Context: an optimization exercise on an open-source flow, tuned for small area. The choices shown serve that exercise and are no tape-out recipe.
In this exercise RTL edits were held to simulation tests only and were not proved equivalent to the original.
Power and IR drop assume default switching activity.

==> design/flow/design.v <==
module fp16_approximate_multiplier (
    input  wire [10:0] a,
    input  wire        a_ok,    
    input  wire [10:0] b,
    input  wire        b_ok,
    output wire [10:0] p
);
    wire [4:0] ea = a[9:5], eb = b[9:5];
    wire [11:0] prod;
    mant_mul mm (.a(a[4:0]), .b(b[4:0]), .s(prod));
    wire norm = prod[11];
    wire [5:0] m = norm ? prod[10:5] : prod[9:4];
    wire [5:0] c;
    wire [4:0] u;
    assign c[0] = norm;
    genvar i;
    generate for (i = 0; i < 5; i = i + 1) begin : g_e
        assign u[i] = ea[i] ^ eb[i] ^ c[i];
        assign c[i+1] = (ea[i] & eb[i]) | (c[i] & (ea[i] ^ eb[i]));
    end endgenerate
    wire u5 = ea[4] ^ c[5];
    wire uf = u5 ^ (norm & (u == 5'd0));
    wire za = !a_ok | (ea == 5'b10000);
    wire zb = !b_ok | (eb == 5'b00001);
    wire ia = a_ok & (ea == 5'b01111);
    wire ib = b_ok & (eb == 5'b00000);
    wire zin = za | zb;
    wire iin = ia | ib;
    wire zero = zin | (!iin & uf);
    wire inf = !zin & (iin | (!uf & (u == 5'd31)));
    assign p[10:6] = zero ? 5'd0 : inf ? 5'd31 : u;
    assign p[5:0] = (zero | inf) ? 6'd0 : m;
endmodule
module mant_mul (
    input  wire [4:0] a,
    input  wire [4:0] b,
    output wire [11:0] s
);
    wire t1 = (a[0] & b[4]) ^ (a[1] & b[3]);
    wire t2 = (a[0] & b[4]) & (a[1] & b[3]);
    wire t3 = (a[1] & b[4]) ^ (a[2] & b[3]) ^ (a[3] & b[2]);
    wire t4 = ((a[1] & b[4]) & (a[2] & b[3])) | ((a[3] & b[2]) & ((a[1] & b[4]) ^ (a[2] & b[3])));
    wire t5 = (a[4] & b[1]) ^ a[0];
    wire t6 = (a[4] & b[1]) & a[0];
    wire t7 = (a[2] & b[4]) ^ (a[3] & b[3]) ^ (a[4] & b[2]);
    wire t8 = ((a[2] & b[4]) & (a[3] & b[3])) | ((a[4] & b[2]) & ((a[2] & b[4]) ^ (a[3] & b[3])));
    wire t9 = a[1] ^ b[1];
    wire t10 = a[1] & b[1];
    wire t11 = (a[3] & b[4]) ^ (a[4] & b[3]) ^ a[2];
    wire t12 = ((a[3] & b[4]) & (a[4] & b[3])) | (a[2] & ((a[3] & b[4]) ^ (a[4] & b[3])));
    wire t13 = (a[0] & b[3]) ^ (a[1] & b[2]);
    wire t14 = (a[0] & b[3]) & (a[1] & b[2]);
    wire t15 = t1 ^ (a[2] & b[2]) ^ (a[3] & b[1]);
    wire t16 = (t1 & (a[2] & b[2])) | ((a[3] & b[1]) & (t1 ^ (a[2] & b[2])));
    wire t17 = t2 ^ t3 ^ t5;
    wire t18 = (t2 & t3) | (t5 & (t2 ^ t3));
    wire t19 = t4 ^ t6 ^ t7;
    wire t20 = (t4 & t6) | (t7 & (t4 ^ t6));
    wire t21 = t8 ^ t10 ^ t11;
    wire t22 = (t8 & t10) | (t11 & (t8 ^ t10));
    wire t23 = t12 ^ (a[4] & b[4]) ^ a[3];
    wire t24 = (t12 & (a[4] & b[4])) | (a[3] & (t12 ^ (a[4] & b[4])));
    wire t25 = (a[0] & b[2]) ^ (a[1] & b[1]);
    wire t26 = (a[0] & b[2]) & (a[1] & b[1]);
    wire t27 = t13 ^ (a[2] & b[1]) ^ (a[3] & b[0]);
    wire t28 = (t13 & (a[2] & b[1])) | ((a[3] & b[0]) & (t13 ^ (a[2] & b[1])));
    wire t29 = t14 ^ t15 ^ (a[4] & b[0]);
    wire t30 = (t14 & t15) | ((a[4] & b[0]) & (t14 ^ t15));
    wire t31 = t16 ^ t17 ^ b[0];
    wire t32 = (t16 & t17) | (b[0] & (t16 ^ t17));
    wire t33 = t18 ^ t19 ^ t9;
    wire t34 = (t18 & t19) | (t9 & (t18 ^ t19));
    wire t35 = t20 ^ t21 ^ b[2];
    wire t36 = (t20 & t21) | (b[2] & (t20 ^ t21));
    wire t37 = t22 ^ t23 ^ b[3];
    wire t38 = (t22 & t23) | (b[3] & (t22 ^ t23));
    wire t39 = t24 ^ a[4] ^ b[4];
    wire t40 = (t24 & a[4]) | (b[4] & (t24 ^ a[4]));
    wire [12:0] c;
    assign c[0] = 1'b0;
    assign s[0] = (a[0] & b[0]) ^ 1'b0 ^ c[0];
    assign c[1] = ((a[0] & b[0]) & 1'b0) | (c[0] & ((a[0] & b[0]) ^ 1'b0));
    assign s[1] = (a[0] & b[1]) ^ (a[1] & b[0]) ^ c[1];
    assign c[2] = ((a[0] & b[1]) & (a[1] & b[0])) | (c[1] & ((a[0] & b[1]) ^ (a[1] & b[0])));
    assign s[2] = t25 ^ (a[2] & b[0]) ^ c[2];
    assign c[3] = (t25 & (a[2] & b[0])) | (c[2] & (t25 ^ (a[2] & b[0])));
    assign s[3] = t26 ^ t27 ^ c[3];
    assign c[4] = (t26 & t27) | (c[3] & (t26 ^ t27));
    assign s[4] = t28 ^ t29 ^ c[4];
    assign c[5] = (t28 & t29) | (c[4] & (t28 ^ t29));
    assign s[5] = t30 ^ t31 ^ c[5];
    assign c[6] = (t30 & t31) | (c[5] & (t30 ^ t31));
    assign s[6] = t32 ^ t33 ^ c[6];
    assign c[7] = (t32 & t33) | (c[6] & (t32 ^ t33));
    assign s[7] = t34 ^ t35 ^ c[7];
    assign c[8] = (t34 & t35) | (c[7] & (t34 ^ t35));
    assign s[8] = t36 ^ t37 ^ c[8];
    assign c[9] = (t36 & t37) | (c[8] & (t36 ^ t37));
    assign s[9] = t38 ^ t39 ^ c[9];
    assign c[10] = (t38 & t39) | (c[9] & (t38 ^ t39));
    assign s[10] = t40 ^ 1'b1 ^ c[10];
    assign c[11] = (t40 & 1'b1) | (c[10] & (t40 ^ 1'b1));
    assign s[11] = 1'b0 ^ 1'b0 ^ c[11];
    assign c[12] = (1'b0 & 1'b0) | (c[11] & (1'b0 ^ 1'b0));
endmodule
module fp16_approximate_adder (
    input  wire [15:0] x,
    input  wire        sy,
    input  wire [10:0] y,     
    input  wire        clr,
    input  wire        kill,
    input  wire        hold,
    output wire [15:0] r
);
    wire sx = x[15];
    wire [4:0] ex = x[14:10], ey = y[10:6];
    wire [9:0] mx = x[9:0];
    wire [5:0] my = y[5:0];
    genvar i;
    wire [6:0] bc;
    assign bc[0] = 1'b0;
    generate for (i = 0; i < 6; i = i + 1) begin : g_bm
        assign bc[i+1] = (!mx[i+4] & my[i]) | (!mx[i+4] & bc[i]) | (my[i] & bc[i]);
    end endgenerate
    wire bm = bc[6];
    wire [5:0] tb;
    wire [5:0] t;
    assign tb[0] = 1'b0;
    generate for (i = 0; i < 5; i = i + 1) begin : g_t
        assign t[i] = ex[i] ^ ey[i] ^ tb[i];
        assign tb[i+1] = (!ex[i] & ey[i]) | (!(ex[i] ^ ey[i]) & tb[i]);
    end endgenerate
    assign t[5] = tb[5];
    wire tz = t[4:0] == 5'd0;
    wire x_ge = kill | (!clr & !t[5] & (!tz | !bm));
    wire sh4 = !((t[5:2] == 4'b0000) | ((t[5:2] == 4'b1111) & (t[1] | t[0])));
    wire sh1 = !sh4 & t[0];
    wire sh2 = !sh4 & (t[1] ^ (t[0] & t[5]));
    wire xl = x_ge | hold;                 
    wire [4:0] el = xl ? ex : ey;
    wire hx = ex != 5'd0, hy = ey != 5'd0;
    wire [10:0] L = xl ? {1'b1, mx} : {1'b1, my, 4'd0};
    wire [10:0] S = x_ge ? {hy, my, 4'd0} : {hx, mx};
    wire nz = !(clr | kill | hold);
    wire o0 = nz & !sh4 & !sh1 & !sh2, o1 = nz & sh1 & !sh2, o2 = nz & !sh1 & sh2,
         o3 = nz & sh1 & sh2, o4 = nz & sh4;
    wire [14:0] Sx = {4'b0, S};
    wire [10:0] S3;
    generate for (i = 0; i < 11; i = i + 1) begin : g_sh
        assign S3[i] = (o0 & Sx[i]) | (o1 & Sx[i+1]) | (o2 & Sx[i+2]) | (o3 & Sx[i+3]) | (o4 & Sx[i+4]);
    end endgenerate
    wire sub = !hold & (sx ^ sy);
    wire [10:0] B = S3 ^ {11{sub}};
    wire [11:0] cc;
    wire [11:0] sum;
    assign cc[0] = sub;
    generate for (i = 0; i < 11; i = i + 1) begin : g_s
        assign sum[i] = L[i] ^ B[i] ^ cc[i];
        assign cc[i+1] = (L[i] & B[i]) | (cc[i] & (L[i] ^ B[i]));
    end endgenerate
    assign sum[11] = cc[11] & !sub;
    wire up = sum[11], dn = !sum[11] & !sum[10];
    wire kp = !sum[11] & sum[10];
    wire zero = !clr & !hold & (x_ge ? !hx : !hy);
    wire upm = up & !zero & (el != 5'd30);
    wire kpm = kp & !zero & (el != 5'd31);
    wire dnm = dn & !zero & (el != 5'd0);
    wire [11:0] sx0 = {sum[10:0], 1'b0};
    wire [9:0] mr;
    generate for (i = 0; i < 10; i = i + 1) begin : g_n
        assign mr[i] = (upm & sum[i+1]) | (kpm & sum[i]) | (dnm & sx0[i]);
    end endgenerate
    wire [5:0] k;
    wire [4:0] er;
    assign k[0] = up | dn;
    generate for (i = 0; i < 5; i = i + 1) begin : g_e
        assign er[i] = el[i] ^ k[i];
        assign k[i+1] = k[i] & (el[i] ^ dn);
    end endgenerate
    assign r[15] = xl ? sx : sy;
    assign r[14:10] = zero ? 5'd0 : er;
    assign r[9:0] = mr;
endmodule
module fp16_approx_mac_unit (
    input  wire        clk,
    input  wire        rst_n,
    input  wire        enable,
    input  wire        clr_d,
    input  wire        p_ok,    
    input  wire [10:0] a,       
    input  wire        a_ok,    
    input  wire [10:0] w,
    input  wire        w_ok,
    input  wire        a_s,     
    input  wire        a_s_ok,  
    input  wire        w_s,
    input  wire        w_s_ok,
    output reg  [15:0] acc_out
);
    wire [10:0] p;
    reg  [10:0] p_reg;
    fp16_approximate_multiplier mult (.a(a), .a_ok(a_ok), .b(w), .b_ok(w_ok), .p(p));
    always @(posedge clk) begin
        if (enable)
            p_reg <= p;
    end
    wire p_sign = (a_s & a_s_ok) ^ (w_s & w_s_ok);
    wire [15:0] s;
    fp16_approximate_adder adder (.x(acc_out), .sy(p_sign), .y(p_reg), .clr(clr_d & enable), .kill(!p_ok),
                                  .hold(!enable), .r(s));
    always @(posedge clk or negedge rst_n) begin
        if (!rst_n)
            acc_out <= 16'h0000;
        else
            acc_out <= s;
    end
endmodule
module fp16_approx_systolic_array #(
    parameter SIZE = 8,
    parameter APPROX_MULT_BITS = 6,
    parameter APPROX_ALIGN = 4
)(
    input wire clk,
    input wire rst_n,
    input wire enable,
    input wire acc_clear,
    input wire [15:0] a_in_0,
    input wire [15:0] a_in_1,
    input wire [15:0] a_in_2,
    input wire [15:0] a_in_3,
    input wire [15:0] a_in_4,
    input wire [15:0] a_in_5,
    input wire [15:0] a_in_6,
    input wire [15:0] a_in_7,
    input wire [15:0] w_in_0,
    input wire [15:0] w_in_1,
    input wire [15:0] w_in_2,
    input wire [15:0] w_in_3,
    input wire [15:0] w_in_4,
    input wire [15:0] w_in_5,
    input wire [15:0] w_in_6,
    input wire [15:0] w_in_7,
    output wire [15:0] acc_out_00,
    output wire [15:0] acc_out_01,
    output wire [15:0] acc_out_02,
    output wire [15:0] acc_out_03,
    output wire [15:0] acc_out_04,
    output wire [15:0] acc_out_05,
    output wire [15:0] acc_out_06,
    output wire [15:0] acc_out_07,
    output wire [15:0] acc_out_10,
    output wire [15:0] acc_out_11,
    output wire [15:0] acc_out_12,
    output wire [15:0] acc_out_13,
    output wire [15:0] acc_out_14,
    output wire [15:0] acc_out_15,
    output wire [15:0] acc_out_16,
    output wire [15:0] acc_out_17,
    output wire [15:0] acc_out_20,
    output wire [15:0] acc_out_21,
    output wire [15:0] acc_out_22,
    output wire [15:0] acc_out_23,
    output wire [15:0] acc_out_24,
    output wire [15:0] acc_out_25,
    output wire [15:0] acc_out_26,
    output wire [15:0] acc_out_27,
    output wire [15:0] acc_out_30,
    output wire [15:0] acc_out_31,
    output wire [15:0] acc_out_32,
    output wire [15:0] acc_out_33,
    output wire [15:0] acc_out_34,
    output wire [15:0] acc_out_35,
    output wire [15:0] acc_out_36,
    output wire [15:0] acc_out_37,
    output wire [15:0] acc_out_40,
    output wire [15:0] acc_out_41,
    output wire [15:0] acc_out_42,
    output wire [15:0] acc_out_43,
    output wire [15:0] acc_out_44,
    output wire [15:0] acc_out_45,
    output wire [15:0] acc_out_46,
    output wire [15:0] acc_out_47,
    output wire [15:0] acc_out_50,
    output wire [15:0] acc_out_51,
    output wire [15:0] acc_out_52,
    output wire [15:0] acc_out_53,
    output wire [15:0] acc_out_54,
    output wire [15:0] acc_out_55,
    output wire [15:0] acc_out_56,
    output wire [15:0] acc_out_57,
    output wire [15:0] acc_out_60,
    output wire [15:0] acc_out_61,
    output wire [15:0] acc_out_62,
    output wire [15:0] acc_out_63,
    output wire [15:0] acc_out_64,
    output wire [15:0] acc_out_65,
    output wire [15:0] acc_out_66,
    output wire [15:0] acc_out_67,
    output wire [15:0] acc_out_70,
    output wire [15:0] acc_out_71,
    output wire [15:0] acc_out_72,
    output wire [15:0] acc_out_73,
    output wire [15:0] acc_out_74,
    output wire [15:0] acc_out_75,
    output wire [15:0] acc_out_76,
    output wire [15:0] acc_out_77
);
    wire [15:0] a_in [0:7];
    wire [15:0] w_in [0:7];
    wire [15:0] acc  [0:7][0:7];
    assign a_in[0] = a_in_0;
    assign w_in[0] = w_in_0;
    assign a_in[1] = a_in_1;
    assign w_in[1] = w_in_1;
    assign a_in[2] = a_in_2;
    assign w_in[2] = w_in_2;
    assign a_in[3] = a_in_3;
    assign w_in[3] = w_in_3;
    assign a_in[4] = a_in_4;
    assign w_in[4] = w_in_4;
    assign a_in[5] = a_in_5;
    assign w_in[5] = w_in_5;
    assign a_in[6] = a_in_6;
    assign w_in[6] = w_in_6;
    assign a_in[7] = a_in_7;
    assign w_in[7] = w_in_7;
    assign acc_out_00 = acc[0][0];
    assign acc_out_01 = acc[0][1];
    assign acc_out_02 = acc[0][2];
    assign acc_out_03 = acc[0][3];
    assign acc_out_04 = acc[0][4];
    assign acc_out_05 = acc[0][5];
    assign acc_out_06 = acc[0][6];
    assign acc_out_07 = acc[0][7];
    assign acc_out_10 = acc[1][0];
    assign acc_out_11 = acc[1][1];
    assign acc_out_12 = acc[1][2];
    assign acc_out_13 = acc[1][3];
    assign acc_out_14 = acc[1][4];
    assign acc_out_15 = acc[1][5];
    assign acc_out_16 = acc[1][6];
    assign acc_out_17 = acc[1][7];
    assign acc_out_20 = acc[2][0];
    assign acc_out_21 = acc[2][1];
    assign acc_out_22 = acc[2][2];
    assign acc_out_23 = acc[2][3];
    assign acc_out_24 = acc[2][4];
    assign acc_out_25 = acc[2][5];
    assign acc_out_26 = acc[2][6];
    assign acc_out_27 = acc[2][7];
    assign acc_out_30 = acc[3][0];
    assign acc_out_31 = acc[3][1];
    assign acc_out_32 = acc[3][2];
    assign acc_out_33 = acc[3][3];
    assign acc_out_34 = acc[3][4];
    assign acc_out_35 = acc[3][5];
    assign acc_out_36 = acc[3][6];
    assign acc_out_37 = acc[3][7];
    assign acc_out_40 = acc[4][0];
    assign acc_out_41 = acc[4][1];
    assign acc_out_42 = acc[4][2];
    assign acc_out_43 = acc[4][3];
    assign acc_out_44 = acc[4][4];
    assign acc_out_45 = acc[4][5];
    assign acc_out_46 = acc[4][6];
    assign acc_out_47 = acc[4][7];
    assign acc_out_50 = acc[5][0];
    assign acc_out_51 = acc[5][1];
    assign acc_out_52 = acc[5][2];
    assign acc_out_53 = acc[5][3];
    assign acc_out_54 = acc[5][4];
    assign acc_out_55 = acc[5][5];
    assign acc_out_56 = acc[5][6];
    assign acc_out_57 = acc[5][7];
    assign acc_out_60 = acc[6][0];
    assign acc_out_61 = acc[6][1];
    assign acc_out_62 = acc[6][2];
    assign acc_out_63 = acc[6][3];
    assign acc_out_64 = acc[6][4];
    assign acc_out_65 = acc[6][5];
    assign acc_out_66 = acc[6][6];
    assign acc_out_67 = acc[6][7];
    assign acc_out_70 = acc[7][0];
    assign acc_out_71 = acc[7][1];
    assign acc_out_72 = acc[7][2];
    assign acc_out_73 = acc[7][3];
    assign acc_out_74 = acc[7][4];
    assign acc_out_75 = acc[7][5];
    assign acc_out_76 = acc[7][6];
    assign acc_out_77 = acc[7][7];
    reg [10:0] a_dl [0:7][1:8];
    reg [10:0] w_dl [0:7][1:8];
    reg a_s9 [0:7];
    reg w_s9 [0:7];
    integer i, k;
    always @(posedge clk) begin
        if (enable) begin
            for (i = 0; i < 8; i = i + 1) begin
                a_s9[i] <= a_dl[i][8][10];
                w_s9[i] <= w_dl[i][8][10];
                a_dl[i][1] <= {a_in[i][15], a_in[i][14:10] ^ 5'b10000, a_in[i][9:5]};
                w_dl[i][1] <= {w_in[i][15], w_in[i][14:10] + 5'd1, w_in[i][9:5]};
                for (k = 2; k <= 8; k = k + 1) begin
                    a_dl[i][k] <= a_dl[i][k-1];
                    w_dl[i][k] <= w_dl[i][k-1];
                end
            end
        end
    end
    reg [9:1] fill;
    reg clr_d;
    always @(posedge clk or negedge rst_n) begin
        if (!rst_n) begin
            fill <= 9'd0;
            clr_d <= 1'b0;
        end else if (enable) begin
            fill <= {fill[8:1], 1'b1};
            clr_d <= acc_clear;
        end
    end
    wire [9:2] a_s [0:7];
    wire [9:2] w_s [0:7];
    genvar r, c;
    generate
        for (r = 0; r < 8; r = r + 1) begin : gen_sign
            for (c = 2; c <= 8; c = c + 1) begin : gen_stage
                assign a_s[r][c] = a_dl[r][c][10];
                assign w_s[r][c] = w_dl[r][c][10];
            end
            assign a_s[r][9] = a_s9[r];
            assign w_s[r][9] = w_s9[r];
        end
    endgenerate
    generate
        for (r = 0; r < 8; r = r + 1) begin : gen_row
            for (c = 0; c < 8; c = c + 1) begin : gen_col
                fp16_approx_mac_unit pe (
                    .clk(clk), .rst_n(rst_n), .enable(enable), .clr_d(clr_d), .p_ok(fill[1]),
                    .a(a_dl[r][c+1]), .a_ok(fill[c+1]),
                    .w(w_dl[c][r+1]), .w_ok(fill[r+1]),
                    .a_s(a_s[r][c+2]), .a_s_ok(fill[c+2]),
                    .w_s(w_s[c][r+2]), .w_s_ok(fill[r+2]),
                    .acc_out(acc[r][c])
                );
            end
        end
    endgenerate
endmodule
==> design/flow/flow/run.sh <==
#!/bin/bash
# Own flow: the standard layout (standard.sh), with two changes in synthesis: Yosys's synth
# runs without its generic ABC pass (-noabc), and the final ABC technology mapping uses an
# area-oriented script (flow/area.abc) instead of ORFS's abc_speed/abc_area scripts. Everything
# else (the Yosys passes, the registers, and every layout step) is the standard flow's, except
# for the clock tree synthesis options (cts_args below), the port buffers' cell and buffer trees
# for the high-fanout signal nets, built before repair_design (flow/pre_resize.tcl).
set -euo pipefail
here=$(pwd)
# synth_recipe.tcl with the abc command's -script argument replaced
{
  cat <<TCL
proc abc {args} {
  set i [lsearch -exact \$args -script]
  if {\$i >= 0} { lset args [expr {\$i + 1}] {$here/flow/area.abc} }
  puts "own flow: abc -script [lindex \$args [expr {\$i + 1}]]"
  yosys abc {*}\$args
}
TCL
  head -n 1 synth_recipe.tcl
  # replaces synth_recipe.tcl's synth (its first line) with one that also skips the generic ABC
  # pass inside synth's fine stage, so that extract_fa sees the adders as written
  echo 'proc synth {args} { yosys synth -nofsm -noshare -noabc {*}$args }'
  tail -n +2 synth_recipe.tcl
} > own_synth.tcl
# clock tree: larger sink clusters and no dummy loads (fewer clock buffers)
cts_args="-sink_clustering_enable -repair_clock_nets -dont_use_dummy_load -sink_clustering_size 25 -sink_clustering_max_diameter 120"
bash standard.sh SYNTH_SCRIPT="$here/own_synth.tcl" synth > synth.log 2>&1
# every input and output port still gets its buffer, the smallest one (buf_1)
# before repair_design: buffer trees for the high-fanout nets (flow/pre_resize.tcl)
bash standard.sh SYNTH_SCRIPT="$here/own_synth.tcl" CTS_ARGS="$cts_args" \
  BUFFER_PORTS_ARGS="-buffer_cell sky130_fd_sc_hd__buf_1" PRE_RESIZE_TCL="$here/flow/pre_resize.tcl" \
  finish > layout.log 2>&1
==> design/flow/flow/area.abc <==
strash
&get -n
&st
&dch
&nf -a -R 1000
&put
==> design/flow/flow/hf_tree.tcl <==
# Buffer trees for the high-fanout signal nets of the placed design, built before repair_design:
# each net's loads are grouped by a grid over the core (about 16 loads per occupied cell), each
# occupied cell gets a leaf buffer at its loads' centre, and when there are many leaves they are
# grouped again (3 x 3 cells per region) under region buffers. repair_design then only has to
# fix what is left, instead of chaining buffers along the nets.
proc my_fanout {net} {
  set n 0
  foreach it [$net getITerms] { if {[$it isInputSignal]} { incr n } }
  return $n
}

proc my_is_global_gate {inst min_loads} {
  global my_global_gates
  return [info exists my_global_gates([$inst getName])]
}

proc my_tree_net {net leaf_cell mid_cell tag min_loads} {
  set db [ord::get_db]
  set block [ord::get_db_block]
  set loads {}
  set kept 0
  foreach it [$net getITerms] {
    if {![$it isInputSignal]} continue
    if {[my_is_global_gate [$it getInst] $min_loads]} { incr kept; continue }
    lappend loads $it
  }
  set nl [llength $loads]
  set G [expr {max(1, int(round(sqrt($nl / 16.0))))}]
  set G2 3
  set G1 [expr {max(1, int(ceil(double($G) / $G2)))}]
  set G [expr {$G1 * $G2}]
  set core [$block getCoreArea]
  set x0 [$core xMin]; set y0 [$core yMin]; set x1 [$core xMax]; set y1 [$core yMax]
  set dx [expr {double($x1 - $x0) / $G}]; set dy [expr {double($y1 - $y0) / $G}]
  array set cell {}
  foreach it $loads {
    set loc [[$it getInst] getLocation]
    set x [lindex $loc 0]; set y [lindex $loc 1]
    set i [expr {min($G - 1, max(0, int(($x - $x0) / $dx)))}]
    set j [expr {min($G - 1, max(0, int(($y - $y0) / $dy)))}]
    lappend cell($i,$j) [list $it $x $y]
  }
  array set region {}
  set n 0
  foreach key [array names cell] {
    lassign [split $key ,] i j
    set sx 0; set sy 0; set k 0
    foreach e $cell($key) { set sx [expr {$sx + [lindex $e 1]}]; set sy [expr {$sy + [lindex $e 2]}]; incr k }
    set cx [expr {int($sx / $k)}]; set cy [expr {int($sy / $k)}]
    set inst [odb::dbInst_create $block [$db findMaster $leaf_cell] "my_tree_${tag}_l${i}_${j}"]
    set ln [odb::dbNet_create $block "my_tree_${tag}_n${i}_${j}"]
    $ln setSigType SIGNAL
    foreach e $cell($key) {
      set it [lindex $e 0]
      $it disconnect
      $it connect $ln
    }
    [$inst findITerm X] connect $ln
    [$inst findITerm A] connect $net
    $inst setLocation $cx $cy
    $inst setPlacementStatus PLACED
    lappend region([expr {$i / $G2}],[expr {$j / $G2}]) [list $inst $cx $cy]
    incr n
  }
  set m 0
  if {$n > 9} {
    foreach key [array names region] {
      if {[llength $region($key)] < 2} continue
      set sx 0; set sy 0; set k 0
      foreach e $region($key) { set sx [expr {$sx + [lindex $e 1]}]; set sy [expr {$sy + [lindex $e 2]}]; incr k }
      set cx [expr {int($sx / $k)}]; set cy [expr {int($sy / $k)}]
      lassign [split $key ,] i j
      set inst [odb::dbInst_create $block [$db findMaster $mid_cell] "my_tree_${tag}_m${i}_${j}"]
      set mn [odb::dbNet_create $block "my_tree_${tag}_mn${i}_${j}"]
      $mn setSigType SIGNAL
      foreach e $region($key) {
        set li [lindex $e 0]
        [$li findITerm A] disconnect
        [$li findITerm A] connect $mn
      }
      [$inst findITerm X] connect $mn
      [$inst findITerm A] connect $net
      $inst setLocation $cx $cy
      $inst setPlacementStatus PLACED
      incr m
    }
  }
  puts "my_tree: [$net getName]: $nl loads, $n leaf and $m region buffers, $kept global gates kept on the root"
}

proc my_trees {min_loads leaf_cell mid_cell} {
  set block [ord::get_db_block]
  set todo {}
  foreach net [$block getNets] {
    if {[$net getSigType] ne "SIGNAL"} continue
    set n 0
    foreach it [$net getITerms] { if {[$it isInputSignal]} { incr n } }
    if {$n >= $min_loads} { lappend todo $net }
  }
  # cells driving such nets, found before any net is split: kept on the root of their input
  # trees, so that a signal derived from another high-fanout one is not delayed twice
  global my_global_gates
  array unset my_global_gates
  foreach net $todo {
    foreach it [$net getITerms] {
      if {[$it isOutputSignal]} { set my_global_gates([[$it getInst] getName]) 1 }
    }
  }
  set t 0
  foreach net $todo { my_tree_net $net $leaf_cell $mid_cell $t $min_loads; incr t }
}
==> design/flow/flow/pre_resize.tcl <==
# PRE_RESIZE hook: buffer trees for the high-fanout signal nets (see hf_tree.tcl), built from the
# global placement before repair_design.
source [file join [file dirname [info script]] hf_tree.tcl]
my_trees 40 sky130_fd_sc_hd__buf_4 sky130_fd_sc_hd__buf_8
==> design/flow/standard.sh <==
#!/bin/bash
# synth_recipe.tcl (not shown) runs the flow's synth.tcl, then flattens the netlist and writes it again
# the make line also repeats each setting of config.mk as NAME=value (left out here)
make -C /OpenROAD-flow-scripts/flow DESIGN_CONFIG=/design/flow/config.mk WORK_HOME=/design/flow/orfs CLKGATE_MAP_FILE= SYNTH_SCRIPT=/design/flow/synth_recipe.tcl "${@:-finish}"
==> design/flow/config.mk <==
export PLATFORM = sky130hd
export DESIGN_NAME = fp16_approx_systolic_array
export DESIGN_NICKNAME = fp16_approx_systolic_array
export VERILOG_FILES = /design/flow/design.v
export SDC_FILE = /design/flow/constraint.sdc
export NUM_CORES = 8
export LEC_CHECK = 0
export CAP_MARGIN = 10
export CORE_MARGIN = 2
export CORE_UTILIZATION = 70
export GPL_TIMING_DRIVEN = 0
export PLACE_DENSITY = 0.8
export SLEW_MARGIN = 10
==> design/flow/constraint.sdc <==
create_clock -name core_clock -period 12.0 [get_ports {clk}]
set_input_delay 2.4000 -clock core_clock [delete_from_list [all_inputs] [get_ports {clk}]]
set_output_delay 2.4000 -clock core_clock [all_outputs]
set_load 0.01 [all_outputs]
==> results of run 1 <==
## worst min-delay path by stage
stage / startpoint / to / slack, ps
after detailed placement: a_dl[56][10] / a_dl[57][10] / 410
after global routing: w_dl[48][10] / w_dl[49][10] / 440
final: a_dl[8][10] / a_dl[9][10] / 430
after global placement: a_dl[16][10] / a_dl[17][10] / 400
after floorplan: a_dl[16][10] / a_dl[17][10] / 400
after CTS: a_dl[8][10] / a_dl[9][10] / 440
## cell type report
cell class,instances,area (µm²),area share (%)
Sequential cell,3162,89790,34.26
Tap cell,4578,5728,2.186
Inverter,1613,6057,2.311
Multi-Input combinational cell,17570,148600,56.69
Clock buffer,153,3829,1.461
Antenna cell,32,80.08,0.03055
Buffer,356,2890,1.103
Timing Repair Buffer,1241,5119,1.953
## power breakdown
part / internal, mW / total [mW] / switching, mW
registers: 14.9 / 18.1 / 3.15
clock network: 2.30 / 5.88 / 3.58
logic: 18.9 / 47.3 / 28.4
total: 36.1 / 71.3 / 35.2
## per-layer routing
metal  routed length (µm)  share of wire, %  vias to the layer above  global-route usage, %
met1               262400                38                    92880                  52.01
li1                     -                 -                    83460                      -
met3                74850                11                     1734                  9.618
met4                52040               7.5                       42                  24.31
met2               308800                44                     9570                  59.08
met5                  279             0.040                        -                      0
## Yosys cell counts, types with 130 or more instances
| library cell | instances | share of area [%] |
|---|---|---|
| a211oi_1 | 155 | 0.48 |
| a21oi_1 | 683 | 1.4 |
| a222oi_1 | 535 | 2.2 |
| and2_0 | 1591 | 4.1 |
| and3_1 | 156 | 0.40 |
| clkinv_1 | 1613 | 2.5 |
| dfrtp_1 | 1034 | 11 |
| edfxtp_1 | 2128 | 26 |
| fa_1 | 2560 | 21 |
| ha_1 | 648 | 3.3 |
| maj3_1 | 320 | 1.3 |
| mux2_1 | 137 | 0.63 |
| mux2i_1 | 703 | 2.9 |
| nand2_1 | 1443 | 2.2 |
| nand2b_1 | 154 | 0.40 |
| nand3_1 | 337 | 0.69 |
| nand4_1 | 282 | 0.72 |
| nor2_1 | 2803 | 4.3 |
| nor2b_1 | 169 | 0.43 |
| nor3_1 | 638 | 1.3 |
| nor4_1 | 130 | 0.33 |
| o21a_1 | 248 | 0.76 |
| o21ai_0 | 546 | 1.1 |
| o22ai_1 | 930 | 2.4 |
| xnor2_1 | 883 | 3.2 |
| xor2_1 | 486 | 1.7 |
## critical path, delay by kind of cell
family | cells | cell delay, ps
buf+inv | 8 | 2290
xor+xnor | 1 | 130
compound gates | 4 | 1600
simple gates | 5 | 1780
fa+ha+maj | 11 | 4160
## timing repair
item	4_1_cts	5_1_grt
endpoints found under the hold margin	0	0
endpoints found under the setup margin	65	161
buffers inserted	1	0
resized for setup	1	14
hold buffers	0	0
cloned	0	0
pin swaps	1	0
## kinds of logic after synthesis
group	after synthesis	synth area share, %
compound gates	3780	10.65
xor+xnor	1369	4.917
buf+inv	1613	2.483
fa+ha+maj	3528	25.66
mux	840	3.518
simple gates	8054	15.96
flops	3162	36.82
==> summary.txt, run 1 <==
Outcome
  – Status: timing/DRC/antenna clean

Placement
  – Post-detail-place hpwl: 551.7 mm
  – PortBufs: 1,203
  – Cell Count Post-Placement: 28,520
  – Pre-CTS WS: -1234 ps
  – GPL Wtd Cong: 0.9817
  – Placement Cell Area: 257,900 µm²

Critical path
  – R2R Path Start: gen_row[1].gen_col[3].pe.acc_out[10]
  – Critical Path End: gen_row[2].gen_col[4].pe.acc_out[1]
  – Startpoint Class: input port
  – Setup CP Type: in2reg
  – CP arrival: 12,450 ps
  – Crit-path max cell delay: 920 ps
  – Slowest cell on crit path: o31ai_1
  – Critical Path Start: enable
  – Crit path max fanout: 13
  – Most frequent CP cell: fa_1
  – R2R Setup Slk: 1180 ps
  – RR Endpoint: gen_row[1].gen_col[3].pe.acc_out[1]
  – FF-to-FF path depth: 31
  – Crit end category: flip-flop
  – WP data required: 12,860 ps

Timing
  – Endpoints failing hold: 0
  – RSZ-0062 raised after global routing: no
  – Fin crit period: 11,590 ps
  – Final setup violation count: 0
  – WHS: 434.2 ps
  – Final worst setup slack: 411.4 ps
  – Setup Skew: 54.11 ps
  – TNS Setup: 0 ps
  – Relative slew slack: 14.02%
  – Final period util: 96.57%
  – Max Slew Vio Count: 0
  – Fmax: 86.29 MHz
  – Worst Max-Slew Pin Slew: 1282 ps

Min path
  – Hold WC Path Type: reg2reg
  – Worst hold path depth: 0

Global route
  – Number of global-route vias before repair: 182,400
  – GR Overflow Total: 0
  – Pin count of the biggest net entering global routing: 43
  – Tot GR Track Use: 39.32%
  – Initial antenna violation count: 46
  – First-pass GRT wire length: 1070 mm

Layout
  – Nets@finish: 27,570
  – Commonest non-fill, non-tap cell in the layout: nor2_1
  – Biggest register: gen_row.gen_col.pe.acc_out
  – Fillers: 23,990
  – Most frequent cells in the layout: nor2_1 (2,752), fa_1 (2,560), edfxtp_1 (2,128)
  – Area growth syn-to-layout: 7.478%
  – Design Area, Final: 262,100 µm²
  – Non-Filler Instances: 28,710
  – Share of cells above drive strength 1: 2.855%
  – Max reg flops: 1,024
  – Fin util: 75.64%

Clocking
  – CTS Sinks: 3,162
  – Root Driver: clkbuf_16
  – Clk buf depth: 4
  – Total CTS buffers: 153
  – Clock Pin Slew Worst Setup and Hold Paths: 110 ps
  – CTS tree: built
  – H-tree depth: 4
  – Clock Latency Late Sink: 950 ps

Logic synthesis
  – Syn avg cell area: 10.91 µm²
  – Number of distinct library cells after synthesis: 63
  – Syn Nets: 25,810
  – Synthesized area: 243,800 µm²
  – Post-synth ARST share: 32.70%
  – Mapped Cells: 22,350
  – Post-synth EDFFs: 2,128
  – Post-synthesis sequential area ratio: 36.82%
  – YS warnings: 10
  – Ys flop type: edfxtp_1
  – #FFs+latches synth: 3,162

Power and ir drop
  – VDD IR max: 240.6 µV
  – Total Power: 71.28 mW
  – Leak: 100.1 nW
  – Power per cell area: 272.0 nW/µm²

Routing
  – WL per Instance: 24.33 µm
  – DR vias: 187,700
  – Routed Antenna Nets: 0
  – Routed Wire Length: 698.4 mm
  – DRT iter0 DRCs: 22,460
  – Via-per-instance ratio: 6.538
  – DRC viols: 0
  – DR pass1 iterations: 15

Floorplan
  – Initial Utilization: 70.38%
  – Die area: 353,100 µm²
  – Core area: 346,500 µm²
  – Die width: 594.2 µm
  – # IOs: 1,284
  – Die H: 594.2 µm
  – Rows: 216

Flow run
  – Max-cap viol count: 0
==> run 2, diff against run 1 <==
--- a/design/flow/config.mk
+++ b/design/flow/config.mk
@@ -9,5 +9,5 @@
 export CORE_MARGIN = 2
-export CORE_UTILIZATION = 70
+export CORE_UTILIZATION = 75
 export GPL_TIMING_DRIVEN = 0
-export PLACE_DENSITY = 0.8
+export PLACE_DENSITY = 0.85
 export SLEW_MARGIN = 10
==> run 2 against run 1 <==
Net effect:
- worst setup slack got worse by 39 ps
- utilization increased by 5.2 points
- wire length increased by 2.5%
- global-route usage increased by 3.9 points
- critical path depth increased by 3
- critical endpoint is now gen_row[5].gen_col[6].pe.acc_out[1]
- synthesized cell count unchanged
- highest routed layer unchanged
- critical path type unchanged
- combinational power increased by 2%
- final area decreased by 0.19%
- still clean
- cell count decreased by 0.84%
- total power increased by 0.97%
- die area decreased by 6.6%
==> summary.txt, run 2 <==
Outcome
  – Status: timing/DRC/antenna clean

Clocking
  – Clock Pin Slew Worst Setup and Hold Paths: 110 ps (about the same)
  – PostCTS Resize Cnt: 0 (-1)
  – Post CTS Setup Buffer Count: 0 (-1)
  – H-tree depth: 4 (unchanged)
  – Clk buf depth: 4 (unchanged)
  – CTS Sinks: 3,162 (unchanged)
  – Hold buffers post-CTS: 0 (unchanged)
  – Root Driver: clkbuf_16
  – Total CTS buffers: 150 (-2.0%)
  – Clock Latency Late Sink: 940 ps (about the same)
  – CTS tree: built

Power and ir drop
  – Total Power: 71.97 mW (+0.97%)
  – Leak: 100.0 nW (-0.11%)
  – VDD IR max: 281.9 µV (+17%)
  – Power per cell area: 275.1 nW/µm² (+1.2%)

Layout
  – Most frequent cells in the layout: nor2_1 (2,750), fa_1 (2,560), edfxtp_1 (2,128)
  – Share of cells above drive strength 1: 2.769% (-0.086 points)
  – Design Area, Final: 261,600 µm² (-0.19%)
  – Fillers: 19,830 (-17%)
  – Fin util: 80.81% (+5.2 points)
  – Nets@finish: 27,560 (-0.040%)
  – Max reg flops: 1,024 (unchanged)
  – Biggest register: gen_row.gen_col.pe.acc_out
  – Commonest non-fill, non-tap cell in the layout: nor2_1
  – Area growth syn-to-layout: 7.279%

Critical path
  – Slowest cell on crit path: nor3_1
  – Startpoint Class: input port
  – Crit path max fanout: 19 (+6)
  – Most frequent CP cell: fa_1
  – Setup CP Type: in2reg
  – Crit end category: flip-flop
  – Crit-path max cell delay: 970 ps (+50 ps)
  – FF-to-FF path depth: 31 (unchanged)
  – WP data required: 12,840 ps (-20 ps)
  – CP arrival: 12,470 ps (+20 ps)

Global route
  – GR Overflow Total: 0 (unchanged)
  – Number of global-route vias before repair: 189,400 (+3.8%)
  – Pin count of the biggest net entering global routing: 44 (+2.3%)
  – Tot GR Track Use: 43.24% (+3.9 points)
  – First-pass GRT wire length: 1098 mm (+2.6%)
  – Initial antenna violation count: 43 (-6.5%)

Logic synthesis
  – Post-synth ARST share: 32.70% (unchanged)
  – Syn avg cell area: 10.91 µm² (unchanged)
  – Most frequent cell after synthesis: nor2_1
  – Top cell type by total area after synthesis: edfxtp_1
  – YS warnings: 10 (unchanged)
  – Share of the synthesized area in the top cell type: 26.21% (unchanged)
  – Synthesized area: 243,800 µm² (unchanged)
  – Syn Nets: 25,810 (unchanged)
  – Ys flop type: edfxtp_1
  – Main area contributors after synthesis: edfxtp_1 (26%), fa_1 (21%), dfrtp_1 (11%), nor2_1 (4.3%), and2_0 (4.1%)
  – Mapped Cells: 22,350 (unchanged)
  – #FFs+latches synth: 3,162 (unchanged)
  – Commonest cells post-synth: nor2_1 (2,803), fa_1 (2,560), edfxtp_1 (2,128)
  – Number of distinct library cells after synthesis: 63 (unchanged)
  – Post-synthesis sequential area ratio: 36.82% (unchanged)
  – Post-synth EDFFs: 2,128 (unchanged)

Floorplan
  – # IOs: 1,284 (unchanged)
  – Die area: 329,700 µm² (-6.6%)
  – Initial Utilization: 75.32% (+4.9 points)
  – Die width: 574.2 µm (-3.4%)
  – Core area: 323,700 µm² (-6.6%)
  – Rows: 209 (-3.2%)
  – Die H: 574.2 µm (-3.4%)

Timing
  – RSZ-0062 raised after global routing: no
  – Fin crit period: 11,630 ps (+39.35 ps)
  – Fmax: 86.00 MHz (-0.34%)
  – Endpoints failing hold: 0 (unchanged)
  – Setup Skew: 78.09 ps (+23.98 ps)
  – Final worst setup slack: 372.0 ps (-39.35 ps)
  – Max Slew Vio Count: 0 (unchanged)
  – Worst Max-Slew Pin Slew: 1331 ps (+49.56 ps)
  – Relative slew slack: 10.63% (-3.4 points)
  – Final setup violation count: 0 (unchanged)
  – Final period util: 96.90% (+0.33 points)

Placement
  – PortBufs: 1,203 (unchanged)
  – GPL Wtd Cong: 1.010 (+2.9%)
  – Placement Cell Area: 257,500 µm² (-0.14%)
  – Pre-CTS WS: -339.8 ps (+894.7 ps)
  – Post-detail-place hpwl: 560.5 mm (+1.6%)

Routing
  – DR vias: 192,400 (+2.5%)
  – WL per Instance: 25.16 µm (+3.4%)
  – Highest routed layer: met5
  – DR pass1 iterations: 17 (+2)
  – DRC viols: 0 (unchanged)
  – Via-per-instance ratio: 6.758 (+3.4%)
  – Routed Antenna Nets: 0 (unchanged)
  – Met2 WL: 320.4 mm (+3.8%)
  – Met3 wire length: 84.09 mm (+12%)
  – Routed Wire Length: 716.1 mm (+2.5%)
  – M1 WL: 250.0 mm (-4.7%)
  – DRT iter0 DRCs: 24,260 (+8.0%)

Min path
  – Hold WC Path Type: reg2reg
  – Worst hold path depth: 0 (unchanged)

Flow run
  – Max-cap viol count: 0 (unchanged)
[run 2: area by class of cell]
cell class / count / area (µm²) / share of cell area [%]
tap: 4325 / 5411 / 2.069
clock buffer: 150 / 3754 / 1.435
timing repair buffer: 1239 / 5066 / 1.937
sequential: 3162 / 89790 / 34.33
buffer: 350 / 2845 / 1.088
antenna: 55 / 137.6 / 0.05261
inverter: 1613 / 6057 / 2.315
multi-input combinational: 17570 / 148500 / 56.78
[run 2: path summary, 6_finish.rpt]
path                                                            from                                   end  slack, ps
worst max register to register  gen_row[5].gen_col[6].pe.acc_out[10]   gen_row[5].gen_col[6].pe.acc_out[1]        870
min in group asynchronous                                      rst_n                               fill[6]       2280
worst min register to register                          a_dl[32][10]                          a_dl[33][10]        410
worst min-delay path                                    a_dl[32][10]                          a_dl[33][10]        410
max in group asynchronous                                      rst_n  gen_row[3].gen_col[1].pe.acc_out[12]       8780
worst max-delay path                                          enable   gen_row[5].gen_col[6].pe.acc_out[1]        370
[run 2: worst max-delay path: cells and delay by family]
family	cells	cell delay [ps]
AND/OR/NAND/NOR	9	3450
buffers and inverters	8	1700
AO/OA/AOI/OAI	3	430
adder cells (fa/ha/maj)	11	4280
XOR/XNOR	1	140
[run 2: cells by family (layout without fill, tap and decap cells)]
logic type / after synthesis / in the layout / synth area share (%)
AND/OR/NAND/NOR: 8054 / 8054 / 15.96
XOR/XNOR: 1369 / 1369 / 4.917
multiplexers: 840 / 840 / 3.518
adder cells (fa/ha/maj): 3528 / 3528 / 25.66
AO/OA/AOI/OAI: 3780 / 3780 / 10.65
buffers and inverters: 1613 / 3352 / 2.483
other: 0 / 55 / 0
flip-flops: 3162 / 3162 / 36.82
[run 2: layer usage]
layer / track usage, % / vias up
li1: - / 83420
met3: 11.34 / 2499
met2: 64.95 / 11990
met4: 31.19 / 42
met5: 0.2009 / -
met1: 54.93 / 94430
[run 2: power breakdown]
group	total, mW	internal, mW	switching (mW)
clock network	5.81	2.26	3.55
registers	18.1	14.9	3.18
logic	48.1	19.0	29.1
[run 2: stage by stage]
| stage | setup TNS, ps | hold WS (ps) | std cells |
|---|---|---|---|
| 4_1_cts | 0 | 417.9 | 28410 |
| 2_1_floorplan | -57.04 | 400.3 | 22350 |
| 3_3_place_gp | - | 401.8 | 27870 |
| 6_report | 0 | 412.4 | 28470 |
| 3_5_place_dp | -9304 | 404.5 | 28260 |
| 5_1_grt | 0 | 424.8 | 28430 |
==> run 3, diff against run 2 <==
--- a/design/flow/flow/run.sh
+++ b/design/flow/flow/run.sh
@@ -26,3 +26,3 @@
 # clock tree: larger sink clusters and no dummy loads (fewer clock buffers)
-cts_args="-sink_clustering_enable -repair_clock_nets -dont_use_dummy_load -sink_clustering_size 25 -sink_clustering_max_diameter 120"
+cts_args="-sink_clustering_enable -repair_clock_nets -dont_use_dummy_load -sink_clustering_size 20 -sink_clustering_max_diameter 100"
 bash standard.sh SYNTH_SCRIPT="$here/own_synth.tcl" synth > synth.log 2>&1
--- a/design/flow/flow/hf_tree.tcl
+++ b/design/flow/flow/hf_tree.tcl
@@ -111 +111,15 @@
 }
+
+# Gives the buffer that buffer_ports put on a port another (buffer) master.
+proc my_port_buffer {port cell} {
+  set db [ord::get_db]
+  set block [ord::get_db_block]
+  set net [[$block findBTerm $port] getNet]
+  foreach it [$net getITerms] {
+    if {[$it isInputSignal]} {
+      set inst [$it getInst]
+      puts "my_port_buffer: [$inst getName] [[$inst getMaster] getName] -> $cell"
+      $inst swapMaster [$db findMaster $cell]
+    }
+  }
+}
--- a/design/flow/flow/pre_resize.tcl
+++ b/design/flow/flow/pre_resize.tcl
@@ -3,2 +3,4 @@
 source [file join [file dirname [info script]] hf_tree.tcl]
+# the enable port's buffer drives the root of the largest tree: a stronger one (still a buffer)
+my_port_buffer enable sky130_fd_sc_hd__buf_8
 my_trees 40 sky130_fd_sc_hd__buf_4 sky130_fd_sc_hd__buf_8
--- a/design/flow/config.mk
+++ b/design/flow/config.mk
@@ -9,5 +9,6 @@
 export CORE_MARGIN = 2
-export CORE_UTILIZATION = 75
+export CORE_UTILIZATION = 70
 export GPL_TIMING_DRIVEN = 0
-export PLACE_DENSITY = 0.85
+export PLACE_DENSITY = 0.8
+export SETUP_SLACK_MARGIN = 0.2
 export SLEW_MARGIN = 10
==> run 3 against run 2 <==
Net effect:
- worst setup slack gained 280 ps
- largest cell class unchanged
- highest routed layer unchanged
- largest power group unchanged
- first-iteration DRC count is 4.0% lower
- cell count grew 0.96%
- still clean
- clock-buffer cell count rose by 35
- sequential power is essentially flat
- register-to-register slack gained 110 ps
==> summary.txt, run 3 <==
Clocking
  – H-tree depth: 4 (unchanged)
  – CTS Sinks: 3,162 (unchanged)
  – Clock Pin Slew Worst Setup and Hold Paths: 90 ps (-20 ps)
  – Total CTS buffers: 185 (+23%)
  – CTS tree: built
  – Root Driver: clkbuf_16
  – Clk buf depth: 4 (unchanged)
  – Hold buffers post-CTS: 0 (unchanged)
  – Clock Latency Late Sink: 990 ps (+50 ps)

Floorplan
  – Rows: 216 (+3.3%)
  – Die H: 594.2 µm (+3.5%)
  – Die width: 594.2 µm (+3.5%)
  – # IOs: 1,284 (unchanged)
  – Die area: 353,100 µm² (+7.1%)
  – Initial Utilization: 70.38% (-4.9 points)
  – Core area: 346,500 µm² (+7.0%)

Placement
  – PortBufs: 1,203 (unchanged)
  – GPL Wtd Cong: 0.9710 (-3.9%)
  – Post-detail-place hpwl: 549.6 mm (-1.9%)
  – Pre-CTS WS: -410.2 ps (-70.38 ps)

Routing
  – Via-per-instance ratio: 6.532 (-3.4%)
  – DR pass1 iterations: 22 (+5)
  – WL per Instance: 24.28 µm (-3.5%)
  – Routed Wire Length: 697.8 mm (-2.6%)
  – DRT iter0 DRCs: 23,290 (-4.0%)
  – Routed Antenna Nets: 0 (unchanged)
  – DRC viols: 0 (unchanged)
  – DR vias: 187,700 (-2.4%)

Logic synthesis
  – Post-synth ARST share: 32.70% (unchanged)
  – Syn avg cell area: 10.91 µm² (unchanged)
  – Top cell type by total area after synthesis: edfxtp_1
  – Share of the synthesized area in the top cell type: 26.21% (unchanged)
  – Ys flop type: edfxtp_1
  – Syn Nets: 25,810 (unchanged)
  – Mapped Cells: 22,350 (unchanged)
  – Most frequent cell after synthesis: nor2_1
  – Main area contributors after synthesis: edfxtp_1 (26%), fa_1 (21%), dfrtp_1 (11%), nor2_1 (4.3%), and2_0 (4.1%)
  – Post-synthesis sequential area ratio: 36.82% (unchanged)
  – Post-synth EDFFs: 2,128 (unchanged)
  – YS warnings: 10 (unchanged)
  – #FFs+latches synth: 3,162 (unchanged)
  – Commonest cells post-synth: nor2_1 (2,803), fa_1 (2,560), edfxtp_1 (2,128)
  – Synthesized area: 243,800 µm² (unchanged)
  – Number of distinct library cells after synthesis: 63 (unchanged)

Critical path
  – Crit path max fanout: 19 (unchanged)
  – CP arrival: 12,210 ps (-260 ps)
  – R2R Path Start: gen_row[2].gen_col[4].pe.acc_out[10]
  – Setup CP Type: in2reg
  – RR Endpoint: gen_row[2].gen_col[4].pe.acc_out[5]
  – R2R Setup Slk: 980 ps (+110 ps)
  – Slowest cell on crit path: o31ai_1
  – Crit end category: flip-flop
  – Most frequent CP cell: fa_1
  – Critical Path Start: enable
  – Crit-path max cell delay: 990 ps (+20 ps)
  – Startpoint Class: input port
  – FF-to-FF path depth: 31 (unchanged)
  – WP data required: 12,860 ps (+20 ps)
  – Critical Path End: gen_row[2].gen_col[4].pe.acc_out[5]

Outcome
  – Status: timing/DRC/antenna clean

Layout
  – Multi-input gate area: 149,000 µm² (+0.35%)
  – Area growth syn-to-layout: 7.950%
  – Share of cells above drive strength 1: 3.393% (+0.62 points)
  – Sequential Area: 89,790 µm² (about the same)
  – Commonest non-fill, non-tap cell in the layout: nor2_1
  – Most frequent cells in the layout: nor2_1 (2,739), fa_1 (2,518), edfxtp_1 (2,128)
  – Fillers: 23,770 (+20%)
  – Max reg flops: 1,024 (unchanged)
  – Biggest register: gen_row.gen_col.pe.acc_out
  – Fin util: 75.98% (-4.8 points)
  – Nets@finish: 27,580 (+0.094%)

Timing
  – Final period util: 94.60% (-2.3 points)
  – Final setup violation count: 0 (unchanged)
  – Endpoints failing hold: 0 (unchanged)
  – Setup Skew: 69.47 ps (-8.612 ps)
  – RSZ-0062 raised after global routing: no
  – Fmax: 88.09 MHz (+2.4%)
  – Fin crit period: 11,350 ps (-276.5 ps)
  – Final worst setup slack: 648.5 ps (+276.5 ps)
  – Max Slew Vio Count: 0 (unchanged)
  – Worst Max-Slew Pin Slew: 1297 ps (-34.18 ps)
  – Relative slew slack: 14.11% (+3.5 points)

Global route
  – Initial antenna violation count: 49 (+14%)
  – GR Overflow Total: 0 (unchanged)
  – First-pass GRT wire length: 1073 mm (-2.2%)
  – GR Layer Usage met1: 51.65% (-3.3 points)
  – Grt met2 use: 59.70% (-5.3 points)
  – Met3 Usage GRT: 9.559% (-1.8 points)
  – Number of global-route vias before repair: 183,400 (-3.1%)
  – Tot GR Track Use: 39.41% (-3.8 points)
  – Gr busiest metal: met2
  – Pin count of the biggest net entering global routing: 42 (-4.5%)

Flow run
  – Max-cap viol count: 0 (unchanged)

Power and ir drop
  – Leak: 100.4 nW (+0.42%)
  – Power per cell area: 274.0 nW/µm² (-0.40%)
  – VDD IR max: 272.3 µV (-3.4%)

Min path
  – Hold WC Path Type: reg2reg
run 3: metal layers:
metal  up-vias  part of all wire [%]
met4        28                   7.5
met3      1874                    11
met5         -                 0.032
met2      9543                    45
met1     92760                    37
li1      83510                     -
run 3: worst min-delay path by stage:
stage                 startpoint            to  slack [ps]  depth (start not counted)
floorplan           a_dl[16][10]  a_dl[17][10]         400                          0
global placement    w_dl[16][10]  w_dl[17][10]         400                          0
detailed placement  a_dl[32][10]  a_dl[33][10]         400                          0
CTS                 a_dl[40][10]  a_dl[41][10]         420                          0
global route        a_dl[40][10]  a_dl[41][10]         420                          0
finish              a_dl[40][10]  a_dl[41][10]         420                          0
run 3: logic make-up after synthesis:
group / after synthesis / synth area share, %
xor gates and xnor gates: 1369 / 4.917
DFF: 3162 / 36.82
and+or+nand+nor: 8054 / 15.96
adders and majority gates: 3528 / 25.66
muxes: 840 / 3.518
AOI/OAI and AO/OA: 3780 / 10.65
buffers and inverters: 1613 / 2.483
run 3: per-stage QoR:
stage	cell area, µm²	TNS, ps	hold slack (ps)	power [mW]	instances
6_report	263200	0	418.5	72.13	28740
5_1_grt	263200	0	425.0	77.77	28710
4_1_cts	262900	0	417.5	71.10	28690
3_5_place_dp	258300	-20770	404.5	64.39	28500
3_3_place_gp	254700	-	403.6	65.46	28130
2_1_floorplan	244500	0	400.3	51.93	22350
run 3: power by group:
part / switching [mW] / total [mW] / internal, mW
combinational: 28.6 / 47.7 / 19.1
sequential: 3.09 / 18.0 / 14.9
clock: 3.70 / 6.44 / 2.74
total: 35.4 / 72.1 / 36.7
run 3: layout make-up:
| class | count | share of cell area (%) |
|---|---|---|
| Tap cell | 4578 | 2.176 |
| Sequential cell | 3162 | 34.11 |
| Timing Repair Buffer | 1233 | 1.912 |
| Clock buffer | 185 | 1.759 |
| Buffer | 347 | 1.072 |
| Multi-Input combinational cell | 17570 | 56.62 |
| Inverter | 1613 | 2.301 |
| Antenna cell | 49 | 0.04658 |
run 3: what timing repair did:
item / CTS / global route
gates resized for setup: 0 / 1
buffers inserted: 0 / 2
endpoints found under the setup margin: 0 / 9
run 3: worst max-delay path, delay by kind of cell:
family	cells	cell delay [ps]
xor gates and xnor gates	1	120
adders and majority gates	11	4160
AOI/OAI and AO/OA	4	1590
buffers and inverters	6	1630
and+or+nand+nor	5	2120
==> run 4, diff against run 3 <==
--- a/design/flow/config.mk
+++ b/design/flow/config.mk
@@ -9,5 +9,5 @@
 export CORE_MARGIN = 2
-export CORE_UTILIZATION = 70
+export CORE_UTILIZATION = 75
 export GPL_TIMING_DRIVEN = 0
-export PLACE_DENSITY = 0.8
+export PLACE_DENSITY = 0.85
 export SETUP_SLACK_MARGIN = 0.2
==> run 4 against run 3 <==
Net effect:
- non-clock buffer count is 2 higher
- worst hold slack got worse by 14 ps
- via count grew 2.6%
- die area decreased by 6.6%
- final area down 0.15%
- utilization rose by 5.2 points
- global-route usage up 3.7 points
- flip-flop and latch count is the same
- critical endpoint is now gen_row[4].gen_col[5].pe.acc_out[1]
- clock skew shrank 11 ps
- maximum frequency shrank 1.4%
- worst setup slack lost 160 ps
==> summary.txt, run 4 <==
Outcome
  – Status: timing/DRC/antenna clean

Timing
  – Final period util: 95.94% (+1.3 points)
  – WHS: 404.8 ps (-13.70 ps)
  – Setup Skew: 58.30 ps (-11.17 ps)
  – TNS Setup: 0 ps (unchanged)
  – Fmax: 86.86 MHz (-1.4%)
  – Final setup violation count: 0 (unchanged)
  – Endpoints failing hold: 0 (unchanged)
  – RSZ-0062 raised after global routing: no
  – Relative slew slack: 11.37% (-2.7 points)
  – Max Slew Vio Count: 0 (unchanged)
  – Final worst setup slack: 487.6 ps (-160.9 ps)
  – Worst Max-Slew Pin Slew: 1321 ps (+24.21 ps)
  – Fin crit period: 11,510 ps (+160.9 ps)

Critical path
  – Setup CP Type: in2reg
  – CP arrival: 12,400 ps (+190 ps)
  – Worst path bufs/invs: 7 (+1)
  – R2R Setup Slk: 840 ps (-140 ps)
  – Startpoint Class: input port
  – Most frequent CP cell: fa_1
  – Crit end category: flip-flop
  – Largest delay share family, worst path: adder cells
  – R2R Path Start: gen_row[4].gen_col[6].pe.acc_out[10]
  – WP data required: 12,880 ps (+20 ps)
  – Crit-path max cell delay: 990 ps (about the same)
  – Crit path max fanout: 19 (unchanged)
  – RR Endpoint: gen_row[4].gen_col[6].pe.acc_out[1]
  – FF-to-FF path depth: 30 (-3.2%)
  – Slowest cell on crit path: nor3_1

Routing
  – DRC viols: 0 (unchanged)
  – Routed Antenna Nets: 0 (unchanged)
  – Via-per-instance ratio: 6.757 (+3.5%)
  – WL per Instance: 25.08 µm (+3.3%)
  – DR vias: 192,500 (+2.6%)
  – DR pass1 iterations: 15 (-32%)
  – Routed Wire Length: 714.8 mm (+2.4%)
  – DRT iter0 DRCs: 24,320 (+4.4%)

Clocking
  – Clock Pin Slew Worst Setup and Hold Paths: 100 ps (about the same)
  – Clk buf depth: 4 (unchanged)
  – Clock Latency Late Sink: 980 ps (about the same)
  – Total CTS buffers: 183 (-1.1%)
  – Post CTS Setup Buffer Count: 0 (unchanged)
  – H-tree depth: 4 (unchanged)
  – PostCTS Resize Cnt: 0 (unchanged)
  – CTS Sinks: 3,162 (unchanged)
  – Hold buffers post-CTS: 0 (unchanged)
  – Root Driver: clkbuf_16
  – CTS tree: built

Logic synthesis
  – YS warnings: 10 (unchanged)
  – Mapped Cells: 22,350 (unchanged)
  – Post-synthesis sequential area ratio: 36.82% (unchanged)
  – Share of the synthesized area in the top cell type: 26.21% (unchanged)
  – Post-synth EDFFs: 2,128 (unchanged)
  – Top cell type by total area after synthesis: edfxtp_1
  – Most frequent cell after synthesis: nor2_1
  – Syn Nets: 25,810 (unchanged)
  – Syn avg cell area: 10.91 µm² (unchanged)
  – Ys flop type: edfxtp_1
  – Synthesized area: 243,800 µm² (unchanged)
  – Post-synth ARST share: 32.70% (unchanged)
  – #FFs+latches synth: 3,162 (unchanged)
  – Main area contributors after synthesis: edfxtp_1 (26%), fa_1 (21%), dfrtp_1 (11%), nor2_1 (4.3%), and2_0 (4.1%)
  – Commonest cells post-synth: nor2_1 (2,803), fa_1 (2,560), edfxtp_1 (2,128)
  – Number of distinct library cells after synthesis: 63 (unchanged)

Placement
  – PortBufs: 1,203 (unchanged)
  – Post-detail-place hpwl: 555.5 mm (+1.1%)
  – Cell Count Post-Placement: 28,250 (-0.88%)
  – Placement Cell Area: 258,000 µm² (-0.13%)
  – GPL Wtd Cong: 0.9925 (+2.2%)
  – Pre-CTS WS: -380.2 ps (+29.95 ps)

Floorplan
  – Die area: 329,700 µm² (-6.6%)
  – Die H: 574.2 µm (-3.4%)
  – Initial Utilization: 75.32% (+4.9 points)
  – Die width: 574.2 µm (-3.4%)
  – # IOs: 1,284 (unchanged)
  – Core area: 323,700 µm² (-6.6%)
  – Rows: 209 (-3.2%)

Layout
  – Share of cells above drive strength 1: 3.355% (-0.037 points)
  – Max reg flops: 1,024 (unchanged)
  – Most frequent cells in the layout: nor2_1 (2,740), fa_1 (2,518), edfxtp_1 (2,128)
  – Commonest non-fill, non-tap cell in the layout: nor2_1
  – Nets@finish: 27,580 (unchanged)
  – Design Area, Final: 262,800 µm² (-0.15%)
  – Biggest register: gen_row.gen_col.pe.acc_out
  – Fin util: 81.19% (+5.2 points)
  – Area growth syn-to-layout: 7.787%
  – Non-Filler Instances: 28,500 (-0.84%)

Global route
  – Pin count of the biggest net entering global routing: 39 (-7.1%)
  – Initial antenna violation count: 51 (+4.1%)
  – First-pass GRT wire length: 1093 mm (+1.9%)
  – Tot GR Track Use: 43.12% (+3.7 points)
  – GR Overflow Total: 0 (unchanged)
  – Number of global-route vias before repair: 187,400 (+2.2%)

Power and ir drop
  – Power per cell area: 277.3 nW/µm² (+1.2%)
  – Leak: 100.4 nW (about the same)
  – Total Power: 72.89 mW (+1.0%)
  – VDD IR max: 288.4 µV (+5.9%)

Min path
  – Hold Crit Start: a_dl[24][10]
  – Hold WC Path Type: reg2reg
  – Worst hold path depth: 0 (unchanged)
  – WHS Endpoint: a_dl[25][10]

Flow run
  – Max-cap viol count: 0 (unchanged)
run 4: cell counts after synthesis:
Identical to the previous run, type by type.
run 4: how the worst max path moves through the flow:
stage | start | end | slack, ps | cells past startpoint
after global placement | enable | gen_row[6].gen_col[6].pe.acc_out[1] | -150030 | 24
after detailed placement | enable | gen_row[2].gen_col[1].pe.acc_out[1] | -380 | 31
final | enable | gen_row[4].gen_col[5].pe.acc_out[1] | 490 | 29
after global routing | enable | gen_row[4].gen_col[5].pe.acc_out[1] | 210 | 29
after floorplan | enable | gen_row[7].gen_col[5].pe.acc_out[1] | 180 | 24
after CTS | enable | gen_row[2].gen_col[1].pe.acc_out[1] | 430 | 31
run 4: final cells by class:
type	count	area, µm²
Clock buffer	183	4579
Sequential cell	3162	89790
Inverter	1613	6057
Antenna cell	60	150.1
Timing Repair Buffer	1234	5009
Buffer	348	2830
Tap cell	4325	5411
Fill cell	19850	60900
Multi-Input combinational cell	17570	149000
run 4: logic make-up after synthesis:
| logic type | count (synthesis) | synth area share [%] |
|---|---|---|
| XOR/XNOR | 1369 | 4.917 |
| buffers and inverters | 1613 | 2.483 |
| adder cells (fa/ha/maj) | 3528 | 25.66 |
| AND/OR/NAND/NOR | 8054 | 15.96 |
| multiplexers | 840 | 3.518 |
| AO/OA/AOI/OAI | 3780 | 10.65 |
| flip-flops | 3162 | 36.82 |
run 4: report_power, final:
group / internal, mW / switching (mW) / total [mW]
combinational: 19.1 / 29.3 / 48.4
sequential: 14.9 / 3.15 / 18.1
clock: 2.71 / 3.71 / 6.42
total: 36.8 / 36.1 / 72.9
run 4: worst reg2reg max path: cells and delay by family (launching register included):
family / cells / cell delay, ps
flops: 1 / 430
xor+xnor: 1 / 150
buf+inv: 4 / 980
fa+ha+maj: 16 / 6180
simple gates: 4 / 860
compound gates: 5 / 2490
run 4: metal layers:
| layer | GRT usage (%) | up-vias | wire length, µm |
|---|---|---|---|
| li1 | - | 83570 | - |
| met1 | 55.10 | 94300 | 249700 |
| met2 | 64.68 | 12210 | 318400 |
| met3 | 11.94 | 2440 | 87370 |
| met4 | 29.45 | 32 | 59040 |
| met5 | 0 | - | 216 |

## port drivers added, routing unchanged
The results above use ideal ports. As a check the final layouts listed here were re-extracted and re-timed, cells and wires unchanged.
Step 1: set_driving_cell puts a clkbuf_16 on clk and a buf_2 on each other input, an assumption about the parent block.
Step 2 moves the port delays by t, midway between the first and last clock arrival at a register: inputs arrive t later, outputs are due t later. That takes back most of the time a late clock gives input paths.
Three values: ideal ports, drivers, drivers and shift; two values: the first two.
run	shift t [ns]	setup WS [ns]	worst setup path at the end	worst slew at a driven data input, ns	pins driven straight from the clock port
run 1	1.051	0.411 / 0.515 / -0.537	input to register	0.15	1
run 2	1.031	0.372 / 0.478 / -0.553	input to register	0.13	1
run 3	1.077	0.648 / 0.741 / -0.336	input to register	0.13	1
run 4	1.075	0.488 / 0.568 / -0.506	input to register	0.13	1
With both steps, setup timing fails in every run listed, where it was met with ideal ports. The setup slack of run 4, which loses most, moves by +0.080 ns with the drivers and by -0.994 ns with both steps.
